Background: an optimization exercise with open tools, aiming at a short achievable clock period and few clock cycles per item. Do not read the settings as production practice. Only simulation tests tie the RTL to the original design; equivalence was not proved. No activity file was given, so power comes from the tool's default toggle rates.

==> design.v <==
`timescale 1ns/1ps
module core (
  input  wire        clk,         
  input  wire        rst,         
  output wire [7:0]  imem_addr,   
  input  wire [15:0] imem_rdata,  
  output reg  [7:0]  out_port,    
  output reg         out_valid,   
  output wire        halted       
);
  function automatic f_len2(input [7:0] op);      
    f_len2 = (op == 8'h10) | (op == 8'h11) | (op == 8'h12) |
             (op[7:3] == 5'b00100) |
             (op == 8'h30) | (op == 8'h31) | (op == 8'h32);
  endfunction
  function automatic f_ctl(input [7:0] op);       
    f_ctl = (op == 8'h30) | (op == 8'h31) | (op == 8'h32);
  endfunction
  function automatic f_take(input [7:0] op);      
    f_take = (op == 8'h30) | (op == 8'h32);
  endfunction
  function automatic f_alu(input [7:0] op);       
    f_alu = (op[7:3] == 5'b00100);
  endfunction
  function automatic f_mem(input [7:0] op);       
    f_mem = (op == 8'h11) | (op == 8'h21) | (op == 8'h23) |
            (op == 8'h25) | (op == 8'h27);
  endfunction
  reg [7:0]   data_mem [0:255];
  reg [7:0]   c_d [0:63];
  reg [1:0]   c_t [0:63];
  reg [63:0]  c_v;
  reg [7:0]   pc;                  
  reg [7:0]   ia;                  
  reg [7:0]   q2, q3;              
  reg         qv2, qv3;            
  reg [7:0]   acc;
  reg         halt;
  assign imem_addr = ia;
  assign halted    = halt;
  integer k, g, l;
  reg         mA_v, mB_v;
  reg [7:0]   mA_op, mA_arg, mB_op, mB_arg, m_alt;
  reg [127:0] mA_part, mB_part;    
  reg [15:0]  mA_hi, mB_hi;        
  reg         mA_fw, mB_fw;        
  reg [7:0]   m_fwd;               
  reg       xA_v, xB_v;
  reg [7:0] xA_arg, xB_arg, xA_b, xB_b, x_alt;
  reg       xA_fx, xB_fx, xB_fp;
  reg       xA_ld, xA_add, xA_sub, xA_and, xA_or, xA_st, xA_out, xA_hlt, xA_br;
  reg       xB_ld, xB_add, xB_sub, xB_and, xB_or, xB_st, xB_out, xB_br;
  reg         w_en;
  reg [7:0]   w_addr, w_data;
  reg [255:0] w_oh;                
  wire runA = xA_v & ~halt;
  wire runB = xB_v & ~halt;
  wire [7:0] opndA = xA_fx ? w_data : xA_b;
  reg  [7:0] accA;
  always @* begin
    accA = acc;
    if (runA) begin
      if (xA_ld)  accA = opndA;
      if (xA_add) accA = acc + opndA;
      if (xA_sub) accA = acc - opndA;
      if (xA_and) accA = acc & opndA;
      if (xA_or)  accA = acc | opndA;
    end
  end
  wire [7:0] sxor = acc ^ opndA;
  wire [7:0] sor  = acc | opndA;
  wire add_z = ~sxor[0] & (sxor[7:1] == sor[6:0]);
  wire zA = ~runA ? (acc == 8'h00) :
            xA_ld  ? (opndA == 8'h00) :
            xA_add ? add_z :
            xA_sub ? (acc == opndA) :
            xA_and ? ((acc & opndA) == 8'h00) :
            xA_or  ? (sor == 8'h00) :
                     (acc == 8'h00);
  wire [7:0] opndB = xB_fp ? acc : (xB_fx ? w_data : xB_b);
  wire [7:0] baseB = (runA & xA_ld) ? opndA : acc;
  reg  [7:0] accB;
  always @* begin
    accB = accA;
    if (runB) begin
      if (xB_ld)  accB = opndB;
      if (xB_add) accB = baseB + opndB;
      if (xB_sub) accB = baseB - opndB;
      if (xB_and) accB = baseB & opndB;
      if (xB_or)  accB = baseB | opndB;
    end
  end
  wire x_miss = (runA & xA_br & (acc == 8'h00)) | (runB & xB_br & zA);
  wire       x_st     = (runA & xA_st) | (runB & xB_st);
  wire [7:0] x_staddr = xA_st ? xA_arg : xB_arg;
  wire [7:0] b0 = imem_rdata[7:0];
  wire [7:0] b1 = imem_rdata[15:8];
  wire a_two = f_len2(b0);
  wire [7:0] opB  = a_two ? q2 : b1;
  wire [7:0] argB = a_two ? q3 : q2;
  wire b_two  = a_two ? f_len2(q2) : f_len2(b1);
  wire b_take = a_two ? f_take(q2) : f_take(b1);
  wire b_alu  = a_two ? f_alu(q2)  : f_alu(b1);
  wire b_ok   = a_two ? (qv2 & (~b_two | qv3)) : (~b_two | qv2);
  wire pair = b_ok & ~f_ctl(b0) & (b0 != 8'hFF) & (opB != 8'hFF) &
              ~((b0 == 8'h40) & (opB == 8'h40)) &
              ~((b0 == 8'h12) & (opB == 8'h12)) &
              ~(f_alu(b0) & b_alu);
  wire [7:0] pc1 = pc + 8'd1;
  wire [7:0] pc2 = pc + 8'd2;
  wire [7:0] pc3 = pc + 8'd3;
  wire [7:0] pc4 = pc + 8'd4;
  wire a_take = f_take(b0);
  wire s_b1   = ~pair & a_take;
  wire s_q2   = pair & b_take & ~a_two;
  wire s_q3   = pair & b_take & a_two;
  wire s_seq1 = ~pair & ~a_take & ~a_two;
  wire s_seq2 = (~pair & ~a_take & a_two) | (pair & ~b_take & ~a_two & ~b_two);
  wire s_seq3 = pair & ~b_take & (a_two ^ b_two);
  wire s_seq4 = pair & ~b_take & a_two & b_two;
  function automatic [8:0] c_rdo(input [7:0] a, input integer off);
    reg [10:0] w;
    reg [1:0]  et;
    integer    i;
    begin
      w = 11'd0;
      for (i = 0; i < 64; i = i + 1)
        w = w | ({11{a[5:0] == i}} &
                 {c_v[(i + off) % 64], c_t[(i + off) % 64], c_d[(i + off) % 64]});
      et = a[7:6] + (({26'd0, a[5:0]} + off) > 63);
      c_rdo = {w[10] & (w[9:8] == et), w[7:0]};
    end
  endfunction
  wire [8:0] p3 = c_rdo(pc, 3);
  wire [8:0] p4 = c_rdo(pc, 4);
  wire [8:0] p5 = c_rdo(pc, 5);
  wire [8:0] p6 = c_rdo(pc, 6);
  wire [8:0] p7 = c_rdo(pc, 7);
  wire [8:0] tb_2 = c_rdo(b1, 2);
  wire [8:0] tb_3 = c_rdo(b1, 3);
  wire [8:0] t2_2 = c_rdo(q2, 2);
  wire [8:0] t2_3 = c_rdo(q2, 3);
  wire [8:0] t3_2 = c_rdo(q3, 2);
  wire [8:0] t3_3 = c_rdo(q3, 3);
  reg [7:0]  n_pc;
  reg [17:0] n_q;                  
  always @* begin
    n_pc = pc; n_q = 18'd0;
    if (x_miss) begin
      n_pc = x_alt;                
    end else begin
      case (1'b1)
        s_b1:   begin n_pc = b1;  n_q = {tb_3, tb_2}; end
        s_q2:   begin n_pc = q2;  n_q = {t2_3, t2_2}; end
        s_q3:   begin n_pc = q3;  n_q = {t3_3, t3_2}; end
        s_seq1: begin n_pc = pc1; n_q = {p4, p3}; end
        s_seq2: begin n_pc = pc2; n_q = {p5, p4}; end
        s_seq3: begin n_pc = pc3; n_q = {p6, p5}; end
        s_seq4: begin n_pc = pc4; n_q = {p7, p6}; end
        default: ;
      endcase
    end
  end
  wire [7:0] f_alt = pair ? ((opB == 8'h31) ? argB : (a_two ? pc4 : pc3))
                          : ((b0 == 8'h31) ? b1 : pc2);
  always @(posedge clk) begin
    c_d[pc[5:0]]  <= b0;
    c_t[pc[5:0]]  <= pc[7:6];
    c_d[pc1[5:0]] <= b1;
    c_t[pc1[5:0]] <= pc1[7:6];
  end
  always @(posedge clk) begin
    if (rst) ia <= 8'h00;
    else     ia <= n_pc;
  end
  wire mA_mem = f_mem(mA_op);
  wire mB_mem = f_mem(mB_op);
  reg [7:0] memA, memB;
  always @* begin
    memA = 8'h00; memB = 8'h00;
    for (k = 0; k < 16; k = k + 1) begin
      memA = memA | ({8{mA_hi[k]}} & mA_part[8*k +: 8]);
      memB = memB | ({8{mB_hi[k]}} & mB_part[8*k +: 8]);
    end
  end
  wire [7:0] rdA = (w_en && w_addr == mA_arg) ? w_data : mA_fw ? m_fwd : memA;
  wire [7:0] rdB = (w_en && w_addr == mB_arg) ? w_data : mB_fw ? m_fwd : memB;
  wire [15:0] loA = 16'd1 << b1[3:0];
  wire [15:0] loB = 16'd1 << argB[3:0];
  reg [127:0] partA, partB;
  always @* begin
    partA = 128'd0; partB = 128'd0;
    for (g = 0; g < 16; g = g + 1)
      for (l = 0; l < 16; l = l + 1) begin
        partA[8*g +: 8] = partA[8*g +: 8] | ({8{loA[l]}} & data_mem[16*g + l]);
        partB[8*g +: 8] = partB[8*g +: 8] | ({8{loB[l]}} & data_mem[16*g + l]);
      end
  end
  always @(posedge clk) begin
    for (k = 0; k < 256; k = k + 1)
      if (w_oh[k])
        data_mem[k] <= w_data;
  end
  always @(posedge clk) begin
    q2      <= n_q[7:0];
    q3      <= n_q[16:9];
    mA_op   <= b0;
    mA_arg  <= b1;
    mA_part <= partA;
    mA_hi   <= 16'd1 << b1[7:4];
    mA_fw   <= w_en & (w_addr == b1);
    m_fwd   <= w_data;
    mB_op   <= opB;
    mB_arg  <= argB;
    mB_part <= partB;
    mB_hi   <= 16'd1 << argB[7:4];
    mB_fw   <= w_en & (w_addr == argB);
    m_alt   <= f_alt;
    xA_arg <= mA_arg;
    xB_arg <= mB_arg;
    xA_b   <= mA_mem ? rdA : mA_arg;
    xB_b   <= mB_mem ? rdB : mB_arg;
    xA_fx  <= mA_mem & x_st & (x_staddr == mA_arg);
    xB_fx  <= mB_mem & x_st & (x_staddr == mB_arg);
    xB_fp  <= mB_mem & (mA_op == 8'h12) & (mA_arg == mB_arg);
    x_alt  <= m_alt;
    xA_ld  <= (mA_op == 8'h10) | (mA_op == 8'h11);
    xA_add <= (mA_op == 8'h20) | (mA_op == 8'h21);
    xA_sub <= (mA_op == 8'h22) | (mA_op == 8'h23);
    xA_and <= (mA_op == 8'h24) | (mA_op == 8'h25);
    xA_or  <= (mA_op == 8'h26) | (mA_op == 8'h27);
    xA_st  <= (mA_op == 8'h12);
    xA_out <= (mA_op == 8'h40);
    xA_hlt <= (mA_op == 8'hFF);
    xA_br  <= (mA_op == 8'h31) | (mA_op == 8'h32);
    xB_ld  <= (mB_op == 8'h10) | (mB_op == 8'h11);
    xB_add <= (mB_op == 8'h20) | (mB_op == 8'h21);
    xB_sub <= (mB_op == 8'h22) | (mB_op == 8'h23);
    xB_and <= (mB_op == 8'h24) | (mB_op == 8'h25);
    xB_or  <= (mB_op == 8'h26) | (mB_op == 8'h27);
    xB_st  <= (mB_op == 8'h12);
    xB_out <= (mB_op == 8'h40);
    xB_br  <= (mB_op == 8'h31) | (mB_op == 8'h32);
    w_addr <= x_staddr;
    w_data <= xA_st ? acc : accA;
  end
  always @(posedge clk or posedge rst) begin
    if (rst) begin
      pc        <= 8'h00;
      qv2       <= 1'b0;
      qv3       <= 1'b0;
      c_v       <= 64'd0;
      acc       <= 8'h00;
      halt      <= 1'b0;
      mA_v      <= 1'b0;
      mB_v      <= 1'b0;
      xA_v      <= 1'b0;
      xB_v      <= 1'b0;
      w_en      <= 1'b0;
      w_oh      <= 256'd0;
      out_port  <= 8'h00;
      out_valid <= 1'b0;
    end
    else begin
      c_v[pc[5:0]]  <= 1'b1;
      c_v[pc1[5:0]] <= 1'b1;
      pc   <= n_pc;
      qv2  <= n_q[8];
      qv3  <= n_q[17];
      if (x_miss) begin
        mA_v <= 1'b0;
        mB_v <= 1'b0;
        xA_v <= 1'b0;
        xB_v <= 1'b0;
      end
      else begin
        mA_v <= 1'b1;
        mB_v <= pair;
        xA_v <= mA_v;
        xB_v <= mB_v;
      end
      acc       <= accB;
      w_en      <= x_st;
      w_oh      <= x_st ? (256'd1 << x_staddr) : 256'd0;
      out_valid <= 1'b0;
      if (runA & xA_out) begin
        out_port  <= acc;
        out_valid <= 1'b1;
      end
      if (runB & xB_out) begin
        out_port  <= accA;
        out_valid <= 1'b1;
      end
      if (runA & xA_hlt) halt <= 1'b1;
    end
  end
endmodule
==> run.sh <==
#!/bin/bash
# synth_recipe.tcl (not shown) runs the flow's synth.tcl, then flattens the netlist and writes it again
# the make line also repeats each setting of config.mk as NAME=value (left out here)
make -C /OpenROAD-flow-scripts/flow DESIGN_CONFIG=/design/flow/config.mk WORK_HOME=/design/flow/orfs CLKGATE_MAP_FILE= SYNTH_SCRIPT=/design/flow/synth_recipe.tcl finish
==> config.mk <==
export PLATFORM = sky130hd
export DESIGN_NAME = core
export DESIGN_NICKNAME = core
export VERILOG_FILES = /design/flow/design.v
export SDC_FILE = /design/flow/constraint.sdc
export NUM_CORES = 4
export LEC_CHECK = 0
export ABC_CLOCK_PERIOD_IN_PS = 2500
export CAP_MARGIN = 20
export CORE_MARGIN = 2
export CORE_UTILIZATION = 45
export SETUP_SLACK_MARGIN = 3.3
export SLEW_MARGIN = 20
export TNS_END_PERCENT = 20
==> constraint.sdc <==
create_clock -name core_clock -period 6.5 [get_ports {clk}]
set_input_delay 1.3000 -clock core_clock [delete_from_list [all_inputs] [get_ports {clk}]]
set_output_delay 1.3000 -clock core_clock [all_outputs]
set_load 0.01 [all_outputs]
==> run notes, run 1 <==
* Die Width at 651.7 microns
* Sequential share of the synthesized area at 52.08%
* Cell area after synthesis at 188800 sq um
* Post-synthesis instance total at 17.11k
* Stop stage: global routing (5_1_grt)
* Error msg: [ERROR GRT-0116] Global routing finished with congestion. Check the congestion regions in the DRC Viewer.
* Number of global-route vias before repair at about 230k
* Synth Area per Inst at 11.03 sq um
* Top area cells in the synthesized netlist: edfxtp_1 (43%), a221oi_1 (8.6%), a22o_1 (8.5%), a22oi_1 (8.1%), dfrtp_1 (4.7%)
* GRT overflow at approximately 4.1k
* Inserted Clock Buffers at around 360
* Clock Tree Root: clkbuf_16
* Synth area leader: edfxtp_1
* Pin count of the biggest net entering global routing at 208
* CTS max path bufs at 4
* Final HPWL DP at a little under 1000000 microns
* Die H at roughly 650 microns
* First-pass GRT wire length at between 2000000 and 2500000 microns
* Clock tree sinks at approximately 3.5k
* Syn nets at between 15k and 20k
* CTS Hold Buffers Added at 0
* I/O Pins at 36
* Number of flops mapped to enable cells by yosys at around 2.7k
* DP Area at 200600 sq um
* Placement row count at roughly 240
* Synth top area share at 42.75%
* Ys async rst share at 10.15%
* Initial Utilization at 45.25%
* Count leader, synth: edfxtp_1
* Ys Warns at 2
* Prevailing post-synth register cell: edfxtp_1
* Placer Congestion at ~1.2
* Synth top cells by count: edfxtp_1 (2688), clkbuf_1 (2083), a22oi_1 (2041)
* Total number of H-tree levels at 5
* Pre-CTS setup slack at roughly 0.72 ns
* Total GRT Usage at 85.87%
* Count of input and output buffers at 35
* Status: did not finish
* Synth cell types at 100
* Seq cells post-synth at 3479
how the worst max path moves through the flow:
stage / from / endpoint / slack [ns] / cells after the start
after detailed placement: q3[1] / qv3 / 0.72 / 14
after floorplan: rst / ia[2] / -0.87 / 3
after global placement: q3[1] / qv2 / 0.62 / 13
after CTS: q3[0] / qv3 / 2.42 / 13
what timing repair did:
item	in CTS
setup buffers	435
pin swaps	200
gates cloned	40
gates resized for setup	745
setup endpoints to repair	1919
power groups by stage:
stage,Clock (mW),Combinational [mW],Sequential (mW)
floorplan,0,16.6,30.0
global placement,0,35.1,33.7
detailed placement,0,35.1,33.7
CTS,22.4,39.3,33.0
stage by stage:
stage               std cells  util (%)  setup TNS (ns)
floorplan               17113         -         -0.8703
global placement        21471     48.05               0
detailed placement      21476     48.09               0
CTS                     22629     53.16               0
routing by layer:
layer / GRT overflow / global-route usage (%)
met1: 804 / 87.67
met2: 1499 / 94.58
met3: 884 / 78.37
met4: 831 / 79.57
met5: 131 / 64.07
kinds of logic after synthesis:
family          count (synthesis)  share of synthesized area (%)
compound gates               6565                          28.22
simple gates                 3779                          10.24
flops                        3479                          52.08
buf+inv                      2531                          5.151
mux                           472                          2.766
xor+xnor                      185                         0.8582
fa+ha+maj                     102                         0.6892
Testbench counts, summed over its fixed seeds: cycles 62,744, instructions 86,873.
==> run 2, diff against run 1 <==
--- a/design.v
+++ b/design.v
@@ -119,16 +119,20 @@
   wire s_seq3 = pair & ~b_take & (a_two ^ b_two);
   wire s_seq4 = pair & ~b_take & a_two & b_two;
   function automatic [8:0] c_rdo(input [7:0] a, input integer off);
-    reg [10:0] w;
-    reg [1:0]  et;
-    integer    i;
+    reg [8:0] w;
+    reg [1:0] t0, t1;
+    reg       hit;
+    integer   i, e;
     begin
-      w = 11'd0;
-      for (i = 0; i < 64; i = i + 1)
-        w = w | ({11{a[5:0] == i}} &
-                 {c_v[(i + off) % 64], c_t[(i + off) % 64], c_d[(i + off) % 64]});
-      et = a[7:6] + (({26'd0, a[5:0]} + off) > 63);
-      c_rdo = {w[10] & (w[9:8] == et), w[7:0]};
+      w = 9'd0;
+      t0 = a[7:6];
+      t1 = a[7:6] + 2'd1;
+      for (i = 0; i < 64; i = i + 1) begin
+        e = (i + off) % 64;
+        hit = c_v[e] & (c_t[e] == ((i + off >= 64) ? t1 : t0));
+        w = w | ({9{a[5:0] == i}} & {hit, c_d[e]});
+      end
+      c_rdo = w;
     end
   endfunction
   wire [8:0] p3 = c_rdo(pc, 3);
@@ -186,16 +190,19 @@
   wire [7:0] rdA = (w_en && w_addr == mA_arg) ? w_data : mA_fw ? m_fwd : memA;
   wire [7:0] rdB = (w_en && w_addr == mB_arg) ? w_data : mB_fw ? m_fwd : memB;
   wire [15:0] loA = 16'd1 << b1[3:0];
-  wire [15:0] loB = 16'd1 << argB[3:0];
-  reg [127:0] partA, partB;
+  wire [15:0] lo2 = 16'd1 << q2[3:0];
+  wire [15:0] lo3 = 16'd1 << q3[3:0];
+  reg [127:0] partA, part2, part3;
   always @* begin
-    partA = 128'd0; partB = 128'd0;
+    partA = 128'd0; part2 = 128'd0; part3 = 128'd0;
     for (g = 0; g < 16; g = g + 1)
       for (l = 0; l < 16; l = l + 1) begin
         partA[8*g +: 8] = partA[8*g +: 8] | ({8{loA[l]}} & data_mem[16*g + l]);
-        partB[8*g +: 8] = partB[8*g +: 8] | ({8{loB[l]}} & data_mem[16*g + l]);
+        part2[8*g +: 8] = part2[8*g +: 8] | ({8{lo2[l]}} & data_mem[16*g + l]);
+        part3[8*g +: 8] = part3[8*g +: 8] | ({8{lo3[l]}} & data_mem[16*g + l]);
       end
   end
+  wire [127:0] partB = a_two ? part3 : part2;
   always @(posedge clk) begin
     for (k = 0; k < 256; k = k + 1)
       if (w_oh[k])
--- a/config.mk
+++ b/config.mk
@@ -8,7 +8,7 @@
 export ABC_CLOCK_PERIOD_IN_PS = 2500
 export CAP_MARGIN = 20
 export CORE_MARGIN = 2
-export CORE_UTILIZATION = 45
+export CORE_UTILIZATION = 30
 export SETUP_SLACK_MARGIN = 3.3
 export SLEW_MARGIN = 20
 export TNS_END_PERCENT = 20
==> run 2 against run 1 <==
- the flow again stops in global routing (5_1_grt)
- synthesized cell count rose by 8.4%
- synthesized area up 4.4%
==> run notes, run 2 <==
* Die Width at 814.7 microns (+25%)
* Synth Area per Inst at 10.63 sq um (-3.7%)
* Clock Tree Root: clkbuf_16
* Synth top cells by count: a22oi_1 (3195), edfxtp_1 (2688), clkbuf_1 (2032)
* Die H at 814.7 microns (+25%)
* Stop stage: global routing (5_1_grt)
* CTS max path bufs at 4 (unchanged)
* Synth area leader: edfxtp_1
* Count leader, synth: a22oi_1
* Seq cells post-synth at 3479 (unchanged)
* Prevailing post-synth register cell: edfxtp_1
* Ys async rst share at 10.15% (unchanged)
* Inserted Clock Buffers at 383 (+5.8%)
* Ys Warns at 2 (unchanged)
* I/O Pins at 36 (unchanged)
* Cell area after synthesis at 197200 sq um (+4.4%)
* Sequential share of the synthesized area at 49.87% (-2.2 points)
* Total number of H-tree levels at 5 (unchanged)
* GRT overflow at 1
* Number of flops mapped to enable cells by yosys at 2688 (unchanged)
* Syn nets at 18.64k (+8.2%)
* Count of input and output buffers at 35 (unchanged)
* Clock tree sinks at 3479 (unchanged)
* Placement row count at 297 (+25%)
* Pin count of the biggest net entering global routing at around 170
* Error msg: [ERROR GRT-0232] Routing congestion too high. Check the congestion heatmap in the GUI.
* Post-synthesis instance total at 18.56k (+8.4%)
* Status: did not finish
* Placer Congestion at 1.195 (-4.0%)
* Final HPWL DP at 1269000 microns (+30%)
* Synth cell types at 98 (-2.0%)
* Top area cells in the synthesized netlist: edfxtp_1 (41%), a22oi_1 (12%), a221oi_1 (6.0%), a22o_1 (5.9%), dfrtp_1 (4.5%)
* Synth top area share at 40.94% (-1.8 points)
* Total GRT Usage at 60.07%
* Pre-CTS setup slack at 1.079 ns (+0.3619 ns)
* Inst Count DP at 26.47k (+23%)
* Initial Utilization at 30.13% (-15 points)
[run 2: changes by cell type after synthesis, moves of 236 or more]
cell	delta
a221oi_1	-505
a22o_1	-520
a22oi_1	+1154
and3_1	-236
nand3_1	+458
o22ai_1	+253
xnor2_1	+470
[run 2: timing repair]
item,CTS
buffers inserted,537
hold buffers,0
resized for setup,949
setup endpoints to repair,1918
cloned,15
hold endpoints to repair,0
pin swaps,261
[run 2: through the flow]
step | setup TNS (ns) | instance area, sq um
after detailed placement | 0 | 217100
after CTS | 0 | 240500
after floorplan | -2.738 | 197800
after global placement | 0 | 217000
[run 2: kinds of logic after synthesis]
logic type | share of synthesized area (%)
compound gates | 27.83
buf+inv | 4.970
flops | 49.87
fa+ha+maj | 0.4467
xor+xnor | 2.865
simple gates | 10.87
mux | 3.151
[run 2: power by group through the flow]
stage	logic (mW)	clock network (mW)	registers, mW
4_1_cts	52.5	23.4	32.1
2_1_floorplan	20.1	0	30.1
3_5_place_dp	47.2	0	33.0
3_3_place_gp	47.8	0	33.1
[run 2: how the worst max path moves through the flow]
stage | start | to | slack, ns
after floorplan | rst | ia[2] | -0.71
after global placement | imem_rdata[8] | q3[2] | 1.03
after detailed placement | imem_rdata[8] | q3[2] | 1.08
after CTS | pc[3] | q2[0] | 2.81
[run 2: per-layer routing]
metal  GRT overflow  GRT usage [%]
met5              0          23.64
met4              0          58.76
met3              0          44.50
met2              1          75.18
met1              0          60.95
Testbench counts of run 2, summed over its fixed seeds: cycles 62,744, instructions 86,873.
==> run 3, diff against run 2 <==
--- a/design.v
+++ b/design.v
@@ -27,10 +27,11 @@
             (op == 8'h25) | (op == 8'h27);
   endfunction
   reg [7:0]   data_mem [0:255];
-  reg [7:0]   c_d [0:63];
-  reg [1:0]   c_t [0:63];
-  reg [63:0]  c_v;
+  reg [7:0]   c_d [0:31];
+  reg [2:0]   c_t [0:31];
+  reg [31:0]  c_v;
   reg [7:0]   pc;                  
+  reg [31:0]  pco;                 
   reg [7:0]   ia;                  
   reg [7:0]   q2, q3;              
   reg         qv2, qv3;            
@@ -120,32 +121,66 @@
   wire s_seq4 = pair & ~b_take & a_two & b_two;
   function automatic [8:0] c_rdo(input [7:0] a, input integer off);
     reg [8:0] w;
-    reg [1:0] t0, t1;
+    reg [2:0] t0, t1;
     reg       hit;
     integer   i, e;
     begin
       w = 9'd0;
-      t0 = a[7:6];
-      t1 = a[7:6] + 2'd1;
-      for (i = 0; i < 64; i = i + 1) begin
-        e = (i + off) % 64;
-        hit = c_v[e] & (c_t[e] == ((i + off >= 64) ? t1 : t0));
-        w = w | ({9{a[5:0] == i}} & {hit, c_d[e]});
+      t0 = a[7:5];
+      t1 = a[7:5] + 3'd1;
+      for (i = 0; i < 32; i = i + 1) begin
+        e = (i + off) % 32;
+        hit = c_v[e] & (c_t[e] == ((i + off >= 32) ? t1 : t0));
+        w = w | ({9{a[4:0] == i}} & {hit, c_d[e]});
       end
       c_rdo = w;
     end
   endfunction
-  wire [8:0] p3 = c_rdo(pc, 3);
-  wire [8:0] p4 = c_rdo(pc, 4);
-  wire [8:0] p5 = c_rdo(pc, 5);
-  wire [8:0] p6 = c_rdo(pc, 6);
-  wire [8:0] p7 = c_rdo(pc, 7);
+  function automatic [8:0] c_rdp(input integer off);
+    reg [8:0] w;
+    reg [2:0] t0, t1;
+    reg       hit;
+    integer   i, e;
+    begin
+      w = 9'd0;
+      t0 = pc[7:5];
+      t1 = pc[7:5] + 3'd1;
+      for (i = 0; i < 32; i = i + 1) begin
+        e = (i + off) % 32;
+        hit = c_v[e] & (c_t[e] == ((i + off >= 32) ? t1 : t0));
+        w = w | ({9{pco[i]}} & {hit, c_d[e]});
+      end
+      c_rdp = w;
+    end
+  endfunction
+  wire [8:0] p3 = c_rdp(3);
+  wire [8:0] p4 = c_rdp(4);
+  wire [8:0] p5 = c_rdp(5);
+  wire [8:0] p6 = c_rdp(6);
+  wire [8:0] p7 = c_rdp(7);
   wire [8:0] tb_2 = c_rdo(b1, 2);
   wire [8:0] tb_3 = c_rdo(b1, 3);
   wire [8:0] t2_2 = c_rdo(q2, 2);
   wire [8:0] t2_3 = c_rdo(q2, 3);
   wire [8:0] t3_2 = c_rdo(q3, 2);
   wire [8:0] t3_3 = c_rdo(q3, 3);
+  reg [31:0] n_pco;
+  always @* begin
+    n_pco = pco;
+    if (x_miss) n_pco = 32'd1 << x_alt[4:0];
+    else begin
+      case (1'b1)
+        s_b1:   n_pco = 32'd1 << b1[4:0];
+        s_q2:   n_pco = 32'd1 << q2[4:0];
+        s_q3:   n_pco = 32'd1 << q3[4:0];
+        s_seq1: n_pco = {pco[30:0], pco[31]};
+        s_seq2: n_pco = {pco[29:0], pco[31:30]};
+        s_seq3: n_pco = {pco[28:0], pco[31:29]};
+        s_seq4: n_pco = {pco[27:0], pco[31:28]};
+        default: ;
+      endcase
+    end
+  end
   reg [7:0]  n_pc;
   reg [17:0] n_q;                  
   always @* begin
@@ -168,10 +203,16 @@
   wire [7:0] f_alt = pair ? ((opB == 8'h31) ? argB : (a_two ? pc4 : pc3))
                           : ((b0 == 8'h31) ? b1 : pc2);
   always @(posedge clk) begin
-    c_d[pc[5:0]]  <= b0;
-    c_t[pc[5:0]]  <= pc[7:6];
-    c_d[pc1[5:0]] <= b1;
-    c_t[pc1[5:0]] <= pc1[7:6];
+    for (k = 0; k < 32; k = k + 1) begin
+      if (pco[k]) begin
+        c_d[k] <= b0;
+        c_t[k] <= pc[7:5];
+      end
+      if (pco[(k + 31) % 32]) begin
+        c_d[k] <= b1;
+        c_t[k] <= pc1[7:5];
+      end
+    end
   end
   always @(posedge clk) begin
     if (rst) ia <= 8'h00;
@@ -190,19 +231,16 @@
   wire [7:0] rdA = (w_en && w_addr == mA_arg) ? w_data : mA_fw ? m_fwd : memA;
   wire [7:0] rdB = (w_en && w_addr == mB_arg) ? w_data : mB_fw ? m_fwd : memB;
   wire [15:0] loA = 16'd1 << b1[3:0];
-  wire [15:0] lo2 = 16'd1 << q2[3:0];
-  wire [15:0] lo3 = 16'd1 << q3[3:0];
-  reg [127:0] partA, part2, part3;
+  wire [15:0] loB = 16'd1 << argB[3:0];
+  reg [127:0] partA, partB;
   always @* begin
-    partA = 128'd0; part2 = 128'd0; part3 = 128'd0;
+    partA = 128'd0; partB = 128'd0;
     for (g = 0; g < 16; g = g + 1)
       for (l = 0; l < 16; l = l + 1) begin
         partA[8*g +: 8] = partA[8*g +: 8] | ({8{loA[l]}} & data_mem[16*g + l]);
-        part2[8*g +: 8] = part2[8*g +: 8] | ({8{lo2[l]}} & data_mem[16*g + l]);
-        part3[8*g +: 8] = part3[8*g +: 8] | ({8{lo3[l]}} & data_mem[16*g + l]);
+        partB[8*g +: 8] = partB[8*g +: 8] | ({8{loB[l]}} & data_mem[16*g + l]);
       end
   end
-  wire [127:0] partB = a_two ? part3 : part2;
   always @(posedge clk) begin
     for (k = 0; k < 256; k = k + 1)
       if (w_oh[k])
@@ -254,9 +292,10 @@
   always @(posedge clk or posedge rst) begin
     if (rst) begin
       pc        <= 8'h00;
+      pco       <= 32'd1;
       qv2       <= 1'b0;
       qv3       <= 1'b0;
-      c_v       <= 64'd0;
+      c_v       <= 32'd0;
       acc       <= 8'h00;
       halt      <= 1'b0;
       mA_v      <= 1'b0;
@@ -269,9 +308,9 @@
       out_valid <= 1'b0;
     end
     else begin
-      c_v[pc[5:0]]  <= 1'b1;
-      c_v[pc1[5:0]] <= 1'b1;
+      c_v  <= c_v | pco | {pco[30:0], pco[31]};
       pc   <= n_pc;
+      pco  <= n_pco;
       qv2  <= n_q[8];
       qv3  <= n_q[17];
       if (x_miss) begin
--- a/config.mk
+++ b/config.mk
@@ -8,7 +8,7 @@
 export ABC_CLOCK_PERIOD_IN_PS = 2500
 export CAP_MARGIN = 20
 export CORE_MARGIN = 2
-export CORE_UTILIZATION = 30
-export SETUP_SLACK_MARGIN = 3.3
+export CORE_UTILIZATION = 35
+export SETUP_SLACK_MARGIN = 3.5
 export SLEW_MARGIN = 20
-export TNS_END_PERCENT = 20
+export TNS_END_PERCENT = 50
==> run 3 against run 2 <==
- the run again fails in global routing (5_1_grt)
- synthesized cell count decreased by 31%
- synthesized area down 22%
==> run notes, run 3 <==
* Inserted Clock Buffers at 342 (-11%)
* Total number of H-tree levels at 5 (unchanged)
* Clock tree sinks at 3191 (-8.3%)
* Ys async rst share at 11.06% (+0.92 points)
* Seq cells post-synth at 3191 (-8.3%)
* Synth top cells by count: edfxtp_1 (2400), a221oi_1 (1283), a22o_1 (1266)
* CTS max path bufs at 4 (unchanged)
* Number of flops mapped to enable cells by yosys at 2400 (-11%)
* CTS Hold Buffers Added at 0 (unchanged)
* Post-synthesis instance total at 12.72k (-31%)
* Synth top area share at 46.95% (+6.0 points)
* Placer Congestion at 1.108 (-7.3%)
* Prevailing post-synth register cell: edfxtp_1
* Final HPWL DP at 507900 microns (-60%)
* I/O Pins at 36 (unchanged)
* Syn nets at 12.80k (-31%)
* Top area cells in the synthesized netlist: edfxtp_1 (47%), a221oi_1 (7.3%), a22o_1 (7.2%), dfrtp_1 (5.7%), dfxtp_1 (5.7%)
* Synth cell types at 103 (+5.1%)
* GRT overflow at 1
* Initial Utilization at 35.09% (+5.0 points)
* Die H at 666.3 microns (-18%)
* Total GRT Usage at a little under two fifths
* Pin count of the biggest net entering global routing at 212
* Die Width at 666.3 microns (-18%)
* Placement row count at 243 (-18%)
* Count of input and output buffers at 35 (unchanged)
* Count leader, synth: edfxtp_1
* Synth area leader: edfxtp_1
* Cell area after synthesis at 153500 sq um (-22%)
* Status: did not finish
* Stop stage: global routing (5_1_grt)
* Synth Area per Inst at 12.06 sq um (+14%)
* Error msg: [ERROR GRT-0232] Routing congestion too high. Check the congestion heatmap in the GUI.
* Clock Tree Root: clkbuf_16
* Sequential share of the synthesized area at 58.42% (+8.6 points)
* Pre-CTS setup slack at 0.9031 ns (-0.1760 ns)
* Ys Warns at 4 (+2)
-- run 3: power groups by stage --
| stage | logic [mW] | registers, mW | clock network, mW |
|---|---|---|---|
| 3_3_place_gp | 22.5 | 34.0 | 0 |
| 3_5_place_dp | 22.6 | 33.9 | 0 |
| 2_1_floorplan | 15.1 | 28.6 | 0 |
| 4_1_cts | 24.6 | 33.3 | 20.3 |
-- run 3: repair_timing --
action,CTS
setup endpoints to repair,646
gates cloned,47
resized for setup,607
buffers inserted,304
pin swaps,138
-- run 3: per-stage QoR --
| stage | instances | util [%] | cell area (sq um) | TNS [ns] |
|---|---|---|---|---|
| detailed placement | 17542 | 36.96 | 161700 | 0 |
| CTS | 18525 | 41.10 | 179800 | 0 |
| global placement | 17537 | 36.94 | 161600 | 0 |
| floorplan | 12724 | - | 154400 | -2.010 |
-- run 3: logic make-up after synthesis --
group,Yosys count,share of synthesized area [%]
AOI/OAI and AO/OA,4390,23.15
buffers and inverters,1585,3.956
and+or+nand+nor,2611,8.500
DFF,3191,58.42
adders and majority gates,62,0.5249
muxes,283,2.011
xor gates and xnor gates,602,3.444
-- run 3: how the worst min path moves through the flow --
| stage | end | depth (start not counted) |
|---|---|---|
| after floorplan | x_alt[0] | 0 |
| after global placement | x_alt[7] | 0 |
| after detailed placement | x_alt[4] | 0 |
| after CTS | x_alt[5] | 0 |
-- run 3: per-layer routing --
metal,GRT overflow,track usage (%)
met3,0,19.59
met2,1,52.33
met1,0,44.73
met4,0,29.91
met5,0,3.407
Testbench counts of run 3, summed over its fixed seeds: cycles 64,745, instructions 86,873.
